This is an optimization exercise on Yosys and OpenROAD, whose aim is small area, a short achievable clock period and few clock cycles, not a production implementation.
RTL that was checked went through simulation tests only; none was proved equivalent to the original.
No activity file was given, so power comes from the tool's default toggle rates.

// alu16
module alu16(CK, reset, start, instruction, inputR1, inputR2, outputR, busy, done);
	input [15:0] inputR1, inputR2;
	input [2:0] instruction;
	input CK, reset, start;
	output [15:0] outputR;
	output reg busy;
	output reg done;
	reg [15:0] ra, rb, rc;
	reg        st_alu, st_mul, st_pre, st_div;
	reg        sub, osel;
	reg [3:0]  cnt;
	reg        triv;
	wire go = start & ~busy;
	function [3:0] msb;
		input [15:0] v;
		integer i;
		begin
			msb = 4'd0;
			for (i = 0; i < 16; i = i + 1)
				if (v[i]) msb = i;
		end
	endfunction
	function [3:0] nib;
		input [15:0] v;
		begin
			nib[3] = |v[15:12];
			nib[2] = |v[15:8];
			nib[1] = |v[15:4];
			nib[0] = |v;
		end
	endfunction
	wire [15:0] mq  = (~st_mul | rb[0]) ? ra : (rb[1] ? {ra[14:0], 1'b0} : 16'd0);
	wire [15:0] Q   = sub ? ~rb : mq;
	wire        m1  = (rb[1:0] == 2'b11);     
	wire        cin = sub | st_pre;
	wire [17:0] S2  = {1'b0, rc, 1'b1} + {1'b0, Q, cin};
	wire [15:0] S   = S2[16:1];
	wire        ge  = S2[17];
	wire [3:0]  pa = msb(inputR1);
	wire [3:0]  pb = msb(inputR2);
	wire        zb = (rb == 16'd0);
	wire [3:0]  na = nib(inputR1);
	wire [3:0]  nb = nib(inputR2);
	wire        t1   = (inputR2[1:0] == 2'b11);   
	wire        mul1 = t1 ? (inputR2[15:1] == 15'd0) : (inputR2[15:2] == 14'd0);  
	wire        dv0  = ((nb & ~na) != 4'd0);  
	wire        fast = ((instruction == 3'b010) & mul1) | (((instruction == 3'b011) | (instruction == 3'b100)) & dv0);
	assign outputR = osel ? ra : rc;
	always @(posedge CK) begin
		if (reset) begin
			busy   <= 1'b0;
			done   <= 1'b0;
			st_alu <= 1'b0;
			st_mul <= 1'b0;
			st_pre <= 1'b0;
			st_div <= 1'b0;
		end
		else begin
			done <= 1'b0;
			if (go) begin
				sub  <= (instruction == 3'b001);
				osel <= (instruction == 3'b100);
				case (instruction)
					3'b000: begin ra <= inputR1; rc <= inputR2; end
					3'b001: begin rb <= inputR1; rc <= 16'd0; end
					3'b010: begin
						ra <= t1 ? {inputR1[14:0], 1'b0} : {inputR1[13:0], 2'b00};
						rb <= t1 ? {1'b0, inputR2[15:1]} : {2'b00, inputR2[15:2]};
						rc <= inputR2[0] ? inputR1 : (inputR2[1] ? {inputR1[14:0], 1'b0} : 16'd0);
					end
					3'b011, 3'b100: begin
						ra   <= 16'd0;
						rb   <= inputR2;
						rc   <= inputR1;
						cnt  <= pa - pb;
						triv <= (pa < pb);
					end
  ...
For scale: about 810 cells after synthesis, roughly 61 flip-flops, about 56 I/O pins, ~6500 µm² of cells after synthesis.
Settings: LEC_CHECK=0, CAP_MARGIN=20, CORE_MARGIN=2, CORE_UTILIZATION=40, CTS_BUF_LIST=sky130_fd_sc_hd__clkbuf_8, CTS_CLUSTER_DIAMETER=100, CTS_CLUSTER_SIZE=40, PLACE_DENSITY=0.8, SETUP_SLACK_MARGIN=4.1, SLEW_MARGIN=20; clock period 7.5 ns.
standard.sh (not shown) runs the stock make flow with config.mk's settings and CLKGATE_MAP_FILE= SYNTH_SCRIPT=/design/flow/synth_recipe.tcl, a recipe that flattens the netlist after the stock synthesis.
==> flow/flow/run.sh <==
#!/bin/bash
# Standard layout, with the port buffers built from the smallest regular
# buffer (the resizer sizes them up where timing needs it) instead of the
# delay cell the resizer picks by default.
export BUFFER_PORTS_ARGS="-buffer_cell sky130_fd_sc_hd__buf_1"
bash standard.sh > standard.log 2>&1
Testbench counts at the start, summed over its fixed seeds: cycles 20,712.
Change:
==> flow/flow/run.sh (replaced) <==
#!/bin/bash
# Standard layout, with the port buffers built from a regular buffer cell
# instead of the delay cell the resizer picks by default.
export BUFFER_PORTS_ARGS="-buffer_cell sky130_fd_sc_hd__buf_4"
bash standard.sh > standard.log 2>&1
CTS_BUF_LIST = unset   (was sky130_fd_sc_hd__clkbuf_8)
CTS_CLUSTER_DIAMETER = unset   (was 100)
CTS_CLUSTER_SIZE = unset   (was 40)
PLACE_DENSITY = unset   (was 0.8)
SETUP_SLACK_MARGIN = 4.3   (was 4.1)
What happened:
- The changed run ran to the end with no violations
- sequential share of layout area drops by 1.9 points
- core utilization climbs by 4.0 points
- total power climbs by 21%
- flip-flop and latch count stays the same
- non-clock buffer count climbs by 12
- worst hold slack gets better by 0.0031 ns
- critical path depth climbs by 5
- wire length climbs by 14%

---

== build 22 ==
alu16, a different RTL version from the one above (not shown whole).
For scale: about 780 cells after synthesis, roughly 56 I/O pins.
Design alu16, start of the top module:
module alu16(CK, reset, start, instruction, inputR1, inputR2, outputR, busy, done);
Settings: LEC_CHECK=0, CAP_MARGIN=20, CORE_MARGIN=2, CORE_UTILIZATION=40, SETUP_SLACK_MARGIN=4.3, SLEW_MARGIN=20; clock period 7.5 ns.
run.sh (not shown) runs the stock make flow with config.mk's settings and CLKGATE_MAP_FILE= SYNTH_SCRIPT=/design/flow/synth_recipe.tcl, a recipe that flattens the netlist after the stock synthesis.
Stock flow here: none of the scripts above is used.
> inputs changed (build 22 -> build 49)
- SETUP_SLACK_MARGIN removed (was 4.3)
Per the final summary, build 22 finished and its layout is clean on timing, DRC and antenna.
The flow did not stop early for build 49: all stages ran, and the layout cleared the timing, design-rule and antenna checks.
Looking at number of logic inverters in the finished layout, build 49 sits 1 lower than build 22 does.
Ratio of final minimum period to clock period | build 49 above build 22
Est. power | build 49 vs build 22 | build 49 lower
Summary of build 49 over build 22: number of resized instances in the post-cts repair step fell 178; sequential share of layout area rose 3.9 points.
In the tables for build 22 and build 49, combinational group share of total power reads higher with build 22.
Count of clock-buffer cells in the layout was lower in the run labelled build 22.
[inputs] build 91 vs build 49
- SETUP_SLACK_MARGIN now 3.3, previously not set
### Flow results
For total power density per cell area, build 49 and build 91 come out practically identical.
Build 91: done, clean on timing, DRC and antenna
Taking build 49 as the reference, in build 91 post-route standard cell area excluding fillers higher; minimum setup slack among reg-to-reg paths grew by 0.33 ns; final net count went up.
Build 91 vs. build 49: minimum clock period dropped 0.33 ns; global-route met2 utilization comparable; share of power burned in combinational logic now sits higher.
Input changes introduced in build 62 (baseline for comparison: build 91):
- SETUP_SLACK_MARGIN changed from 3.3 to 4.8
### Flow results
- Looking at the reports, build 62 completed the entire flow and the layout it produced met the timing, design-rule and antenna checks.
- The number of non-clock buffers in the layout in build 62 is 2.9 times that in build 91.
- In the metrics for build 62 and build 91, the one carrying the higher clock network area share is build 91.
- On number of placed cells counting well taps, build 62 and build 91 are basically level.
- Portion of total power attributed to sequential cells: build 62 and build 91 compared, lower one is build 62
- Build 62 ends up with lower sequential share of layout area than build 91 does.
- Compared to build 91, the routing of build 62 uses more wire.
No run of this note included a check of the RTL's function; only the layout flow was run.

---

RTL: one of the versions met above, not the one the previous note started from.
Size in the first run: about 61 flip-flops, ~56 I/O pins.
Design alu16, start of the top module:
module alu16(CK, reset, start, instruction, inputR1, inputR2, outputR, busy, done);
clock: 7.5 ns
lec_check: 0
cap_margin: 20
core_margin: 2
core_utilization: 40
setup_slack_margin: 4.1
slew_margin: 20
standard.sh (not shown) runs the stock make flow with config.mk's settings and CLKGATE_MAP_FILE= SYNTH_SCRIPT=/design/flow/synth_recipe.tcl, a recipe that flattens the netlist after the stock synthesis.
==> flow/flow/run.sh <==
#!/bin/bash
# Standard layout, with the port buffers built from the smallest regular
# buffer (the resizer sizes them up where timing needs it) instead of the
# delay cell the resizer picks by default.
export BUFFER_PORTS_ARGS="-buffer_cell sky130_fd_sc_hd__buf_1"
bash standard.sh > standard.log 2>&1
Testbench counts at the start, summed over its fixed seeds: cycles 20,712.
Next try:
==> flow/flow/run.sh (replaced) <==
#!/bin/bash
# Standard layout, with the port buffers built from a regular buffer cell
# instead of the delay cell the resizer picks by default.
export BUFFER_PORTS_ARGS="-buffer_cell sky130_fd_sc_hd__buf_4"
bash standard.sh > standard.log 2>&1
- CORE_UTILIZATION: 40 -> 65
- PLACE_DENSITY: not set -> 0.75
The changed run produced a clean layout.
Worst setup slack gets worse by 89 ps.
Final cell count drops by about 8%.
Routed wire length drops by about 5%.
Core utilization climbs by 29 points.
Sequential share of layout area barely changes.
Synthesized cell count does not change.
Design area hardly moves.
Sequential power stays flat.
Fmax drops by about 2.6%.
Sequential cell count is unchanged.
Next try:
- CORE_UTILIZATION: 65 -> 40
- PLACE_DENSITY: 0.75 -> not set
Outcome: The new run passed the timing, design-rule and antenna checks. Clock power goes up by 9.6%. Worst setup slack is better by 110 ps. Wire length goes up by 6.2%. Synthesized area is unchanged. Clock-buffer cell count goes up by 1. Worst hold slack is better by 3.8 ps. Core utilization goes down by 29 points. Cell area goes up by 0.64%. Global-route usage goes down by 14 points. Sequential power stays flat. Combinational power goes down by about 0.9%.
Next try:
==> flow/flow/run.sh (replaced) <==
#!/bin/bash
# Standard layout, with the port buffers built from a regular buffer cell
# instead of the delay cell the resizer picks by default, and the resizer
# free to swap cells across footprints.
export BUFFER_PORTS_ARGS="-buffer_cell sky130_fd_sc_hd__buf_4"
bash standard.sh MATCH_CELL_FOOTPRINT=0 finish > standard.log 2>&1
Result: The changed run completed without violations. Worst setup slack is worse by 46 ps. Clock-buffer cell count does not change. Die area is unchanged. Worst hold slack is about the same. Global-route usage drops by 0.12 points. Wire length is about the same. Area after synthesis does not change. Final area increases by 0.85%. Final cell count barely changes. Fmax falls by 1.4%.

---

## v39
Another version of the RTL of alu16 (not shown whole).
For scale: ~780 cells after synthesis, about 61 flip-flops, about 6300 µm² of cells after synthesis.
Settings: LEC_CHECK=0, CAP_MARGIN=20, CORE_MARGIN=2, CORE_UTILIZATION=40, SETUP_SLACK_MARGIN=3.8, SLEW_MARGIN=20; clock period 7.5 ns.
run.sh (not shown) runs the stock make flow with config.mk's settings and CLKGATE_MAP_FILE= SYNTH_SCRIPT=/design/flow/synth_recipe.tcl, a recipe that flattens the netlist after the stock synthesis.
Stock flow here: none of the scripts above is used.
Edits applied to the flow inputs when going from v39 to v49:
==> flow/flow/run.sh (new file) <==
#!/bin/bash
# Standard layout, with the port buffers built from a regular buffer cell
# instead of the delay cell the resizer picks by default.
export BUFFER_PORTS_ARGS="-buffer_cell sky130_fd_sc_hd__buf_4"
bash standard.sh > standard.log 2>&1
==> flow/standard.sh (new file) <==
#!/bin/bash
# synth_recipe.tcl (not shown) runs the flow's synth.tcl, then flattens the netlist and writes it again
# the make line also repeats each setting of config.mk as NAME=value (left out here)
make -C /OpenROAD-flow-scripts/flow DESIGN_CONFIG=/design/flow/config.mk WORK_HOME=/design/flow/orfs CLKGATE_MAP_FILE= SYNTH_SCRIPT=/design/flow/synth_recipe.tcl "${@:-finish}"
removed: flow/run.sh
### Flow results
v49 reached the end of the flow, and the finished layout is clean on the timing, design-rule and antenna checks. Changes observed in v49 relative to v39: area growth from synthesis to layout shows a reduction of 4.5 points, clock power went down by 16%, final worst-path setup slack higher, worst slack on hold paths did not really move. Clock group share of total power: lower on v49. Post-layout instance area of v49 falls short of that of v39 by a few percent.
Setup changes, v49 to v11
Settings: SETUP_SLACK_MARGIN changed from 3.8 to 4.2.
## What came out
- Comparing v49 and v11, number of clock buffer instances in the layout is higher on v49.
- Of v49 and v11, the lower area of all placed cells without fillers belongs to v49.
- Summary of v11 over v49: sum of buffers and inverters on the critical path went down 1; smallest hold slack went up 0.0037 ns; relative max-transition margin went down 3.4 points; depth of the worst register-to-register path held.
- The leakage power figure in v49 is 0.904 times that in v11.
- On v11: number of global-route vias before repair is 294 higher than what v49 gave.
- Final net count in v11 is 36 higher than in v49
Function was not checked in any run of this note: the RTL went through the layout flow alone.

---

RTL: one of the versions met above, not the one the previous note started from.
Size: roughly 810 cells after synthesis, roughly 61 flip-flops, about 56 I/O pins.
Settings: LEC_CHECK=0, CAP_MARGIN=20, CORE_MARGIN=2, CORE_UTILIZATION=40, CTS_BUF_LIST=sky130_fd_sc_hd__clkbuf_8, CTS_CLUSTER_DIAMETER=200, CTS_CLUSTER_SIZE=80, SETUP_SLACK_MARGIN=4.1, SLEW_MARGIN=20; clock period 7.5 ns.
standard.sh (not shown) runs the stock make flow with config.mk's settings and CLKGATE_MAP_FILE= SYNTH_SCRIPT=/design/flow/synth_recipe.tcl, a recipe that flattens the netlist after the stock synthesis.
==> flow/flow/run.sh <==
#!/bin/bash
# Standard layout, with the port buffers built from the smallest regular
# buffer (the resizer sizes them up where timing needs it) instead of the
# delay cell the resizer picks by default.
export BUFFER_PORTS_ARGS="-buffer_cell sky130_fd_sc_hd__buf_1"
bash standard.sh > standard.log 2>&1
Testbench counts at the start, summed over its fixed seeds: cycles 20,712.
Next try:
--- a/flow/flow/run.sh
+++ b/flow/flow/run.sh
@@ -5 +5 @@
-export BUFFER_PORTS_ARGS="-buffer_cell sky130_fd_sc_hd__buf_1"
+export BUFFER_PORTS_ARGS="-buffer_cell sky130_fd_sc_hd__buf_2"
--- a/flow/config.mk
+++ b/flow/config.mk
@@ -11,3 +10,0 @@
-export CTS_BUF_LIST = sky130_fd_sc_hd__clkbuf_8
-export CTS_CLUSTER_DIAMETER = 200
-export CTS_CLUSTER_SIZE = 80
Power climbs by 16%.
Sequential share of layout area shrinks by 0.51 points.
Setup slack loses 0.082 ns.
Fmax falls by 2.4%.
Clock skew fell by 0.0084 ns.
Utilization goes up by 0.95 points.
Next try:
--- a/flow/flow/run.sh
+++ b/flow/flow/run.sh
@@ -5 +5 @@
-export BUFFER_PORTS_ARGS="-buffer_cell sky130_fd_sc_hd__buf_2"
+export BUFFER_PORTS_ARGS="-buffer_cell sky130_fd_sc_hd__buf_1"
--- a/flow/config.mk
+++ b/flow/config.mk
@@ -10,0 +11,4 @@
+export CTS_BUF_LIST = sky130_fd_sc_hd__clkbuf_8
+export CTS_CLUSTER_DIAMETER = 100
+export CTS_CLUSTER_SIZE = 40
+export GPL_ROUTABILITY_DRIVEN = 0
Effect: The changed run completed without violations. Via count rises slightly. Flip-flop and latch count stays the same. Fmax rises by a few percent.

---

The RTL this note starts from:
==> flow/design.v <==
module alu16(CK, reset, start, instruction, inputR1, inputR2, outputR, busy, done);
	input [15:0] inputR1, inputR2;
	input [2:0] instruction;
	input CK, reset, start;
	output [15:0] outputR;
	output reg busy;
	output reg done;
	reg [15:0] ra, rb, rc;
	reg        st_alu, st_mul, st_pre, st_div;
	reg        sub, osel;
	reg [3:0]  cnt;		 
	reg [3:0]  pbr;		 
	wire go = start & ~busy;
	function [3:0] msb;
		input [15:0] v;
		integer i;
		begin
			msb = 4'd0;
			for (i = 0; i < 16; i = i + 1)
				if (v[i]) msb = i;
		end
	endfunction
	function [3:0] nib;
		input [15:0] v;
		begin
			nib[3] = |v[15:12];
			nib[2] = |v[15:8];
			nib[1] = |v[15:4];
			nib[0] = |v;
		end
	endfunction
	wire [15:0] mq  = (~st_mul | rb[0]) ? ra : (rb[1] ? {ra[14:0], 1'b0} : 16'd0);
	wire [15:0] Q   = sub ? ~rb : mq;
	wire        m1  = (rb[1:0] == 2'b11);     
	wire        cin = sub | st_pre;
	wire [17:0] S2  = {1'b0, rc, 1'b1} + {1'b0, Q, cin};
	wire [15:0] S   = S2[16:1];
	wire        ge  = S2[17];
	wire [3:0]  pa = msb(inputR1);
	wire [3:0]  pb = msb(inputR2);
	wire        zb = (rb == 16'd0);
	wire        triv = (cnt < pbr);
	wire [3:0]  d    = cnt - pbr;
	wire [3:0]  na = nib(inputR1);
	wire [3:0]  nb = nib(inputR2);
	wire        t1   = (inputR2[1:0] == 2'b11);   
	wire        mul1 = t1 ? (inputR2[15:1] == 15'd0) : (inputR2[15:2] == 14'd0);  
	wire        dv0  = ((nb & ~na) != 4'd0);  
	wire        fast = ((instruction == 3'b010) & mul1) | (((instruction == 3'b011) | (instruction == 3'b100)) & dv0);
	assign outputR = osel ? ra : rc;
	always @(posedge CK) begin
		if (reset) begin
			busy   <= 1'b0;
			done   <= 1'b0;
			st_alu <= 1'b0;
			st_mul <= 1'b0;
			st_pre <= 1'b0;
			st_div <= 1'b0;
		end
		else begin
			done <= 1'b0;
			if (go) begin
				sub  <= (instruction == 3'b001);
				osel <= (instruction == 3'b100);
				case (instruction)
					3'b000: begin ra <= inputR1; rc <= inputR2; end
					3'b001: begin rb <= inputR1; rc <= 16'd0; end
					3'b010: begin
						ra <= t1 ? {inputR1[14:0], 1'b0} : {inputR1[13:0], 2'b00};
						rb <= t1 ? {1'b0, inputR2[15:1]} : {2'b00, inputR2[15:2]};
						rc <= inputR2[0] ? inputR1 : (inputR2[1] ? {inputR1[14:0], 1'b0} : 16'd0);
					end
					3'b011, 3'b100: begin
						ra   <= 16'd0;
						rb   <= inputR2;
						rc   <= inputR1;
						cnt  <= pa;
						pbr  <= pb;
					end
					3'b101: rc <= inputR1 & inputR2;
					3'b110: rc <= inputR1 | inputR2;
					default: rc <= 16'd0;
				endcase
				st_alu <= (instruction == 3'b000) | (instruction == 3'b001);
				st_mul <= (instruction == 3'b010) & ~mul1;
				st_pre <= ((instruction == 3'b011) | (instruction == 3'b100)) & ~dv0;
				busy   <= ((instruction[2] == 1'b0) | (instruction == 3'b100)) & ~fast;
				done   <= ((instruction[2] == 1'b1) & (instruction != 3'b100)) | fast;
			end
			else if (st_alu) begin
				rc     <= S;
				st_alu <= 1'b0;
				busy   <= 1'b0;
				done   <= 1'b1;
			end
			else if (st_mul) begin
				rc <= S;
				ra <= m1 ? {ra[14:0], 1'b0} : {ra[13:0], 2'b00};
				rb <= m1 ? {1'b0, rb[15:1]} : {2'b00, rb[15:2]};
				if (m1 ? (rb[15:1] == 15'd0) : (rb[15:2] == 14'd0)) begin
					st_mul <= 1'b0;
					busy   <= 1'b0;
					done   <= 1'b1;
				end
			end
			else if (st_pre) begin
				st_pre <= 1'b0;
				if (zb) begin
					rc   <= S;
					ra   <= 16'hffff;
					busy <= 1'b0;
					done <= 1'b1;
				end
				else if (triv) begin
					busy <= 1'b0;
					done <= 1'b1;
				end
				else begin
					rb     <= rb << d;
					cnt    <= d;
					sub    <= 1'b1;
					st_div <= 1'b1;
				end
			end
			else if (st_div) begin
				if (ge) rc <= S;
				ra  <= {ra[14:0], ge};
				rb  <= rb >> 1;
				cnt <= cnt - 4'd1;
				if (cnt == 4'd0) begin
					st_div <= 1'b0;
					busy   <= 1'b0;
					done   <= 1'b1;
				end
			end
		end
	end
endmodule
export LEC_CHECK = 0
export CAP_MARGIN = 20
export CORE_MARGIN = 2
export CORE_UTILIZATION = 40
export CTS_BUF_LIST = sky130_fd_sc_hd__clkbuf_8
export CTS_CLUSTER_DIAMETER = 100
export CTS_CLUSTER_SIZE = 40
export SETUP_SLACK_MARGIN = 4.1
export SLEW_MARGIN = 20
create_clock -name core_clock -period 7.5 [get_ports {CK}]
==> flow/flow/run.sh <==
#!/bin/bash
# Standard layout, with the port buffers built from the smallest regular
# buffer (the resizer sizes them up where timing needs it) instead of the
# delay cell the resizer picks by default.
export BUFFER_PORTS_ARGS="-buffer_cell sky130_fd_sc_hd__buf_1"
bash standard.sh > standard.log 2>&1
The first run completed without violations.
Rerun with:
==> flow/flow/run.sh (replaced) <==
#!/bin/bash
# Standard layout, with the port buffers built from a regular buffer cell
# instead of the delay cell the resizer picks by default.
export BUFFER_PORTS_ARGS="-buffer_cell sky130_fd_sc_hd__buf_4"
bash standard.sh > standard.log 2>&1
Settings changed: CTS_BUF_LIST sky130_fd_sc_hd__clkbuf_8 to not set, CTS_CLUSTER_DIAMETER 100 to not set, CTS_CLUSTER_SIZE 40 to not set, SETUP_SLACK_MARGIN 4.1 to 4.3.
After rerunning: Power climbs by 15%. Sequential power stays flat. Cell area is higher by 7.5%. Setup slack improved by 0.096 ns. Routed wire length came out higher by 6.8%. Clock-buffer cell count is higher by 3. Worst hold slack got worse by 0.027 ns. Synthesized cell count is unchanged. Global-route usage goes up by 1.8 points. Maximum frequency goes up by 3.0%. Utilization increases by 3.4 points.
No functional check of the RTL was part of any run of this note.

## afterwards: timing with drivers on the ports
The results above use ideal ports. As a check the final layouts listed here were re-extracted and re-timed, cells and wires unchanged. Step 1 sets driving cells, clkbuf_16 on the clock port and buf_2 on the other inputs (assumed; they add their load-dependent delay and slew). Step 2, shift: input delay + t, output delay - t, t = (earliest + latest rising clock arrival at the registers) / 2. This alone moves slack from input paths to output paths. Slacks: no drivers / after step 1 / after step 2; pairs: no drivers / after step 1.
| run | t, ns | setup WS [ns] | slew at the worst register clock pin (ns) |
|---|---|---|---|
| the first run of note 1 | 0.386 | 4.162 / 4.169 / 3.783 | 0.09 / 0.09 |
| the second run of note 1 | 0.380 | 4.183 / 4.157 / 3.777 | 0.06 / 0.06 |
| build 22 | 0.387 | 4.031 / 4.031 / 3.940 | 0.06 / 0.06 |
| build 49 | 0.386 | 3.085 / 3.085 / 2.745 | 0.06 / 0.06 |
| build 91 | 0.383 | 3.413 / 3.413 / 3.117 | 0.06 / 0.06 |
| build 62 | 0.379 | 3.987 / 3.987 / 3.972 | 0.06 / 0.06 |
| the first run of note 3 | 0.378 | 4.163 / 4.177 / 3.800 | 0.06 / 0.06 |
| the second run of note 3 | 0.381 | 4.074 / 4.083 / 3.702 | 0.08 / 0.08 |
| the third run of note 3 | 0.378 | 4.185 / 4.186 / 3.824 | 0.06 / 0.06 |
| the fourth run of note 3 | 0.387 | 4.139 / 4.127 / 3.771 | 0.06 / 0.06 |
| v39 | 0.377 | 3.750 / 3.755 / 3.378 | 0.06 / 0.06 |
| v49 | 0.372 | 3.789 / 3.790 / 3.418 | 0.06 / 0.06 |
| v11 | 0.375 | 3.730 / 3.733 / 3.358 | 0.06 / 0.06 |
| the first run of note 5 | 0.404 | 4.198 / 4.163 / 3.842 | 0.08 / 0.08 |
| the second run of note 5 | 0.386 | 4.116 / 4.133 / 3.748 | 0.06 / 0.06 |
| the third run of note 5 | 0.403 | 4.185 / 4.166 / 3.796 | 0.08 / 0.08 |
| the first run of note 6 | 0.405 | 4.160 / 4.160 / 3.818 | 0.08 / 0.08 |
| the second run of note 6 | 0.391 | 4.256 / 4.256 / 3.925 | 0.06 / 0.06 |
After both steps every run listed still meets setup and hold. For the second run of note 1, which loses most, drivers alone change the setup slack by -0.026 ns; drivers and shift together by -0.406 ns.
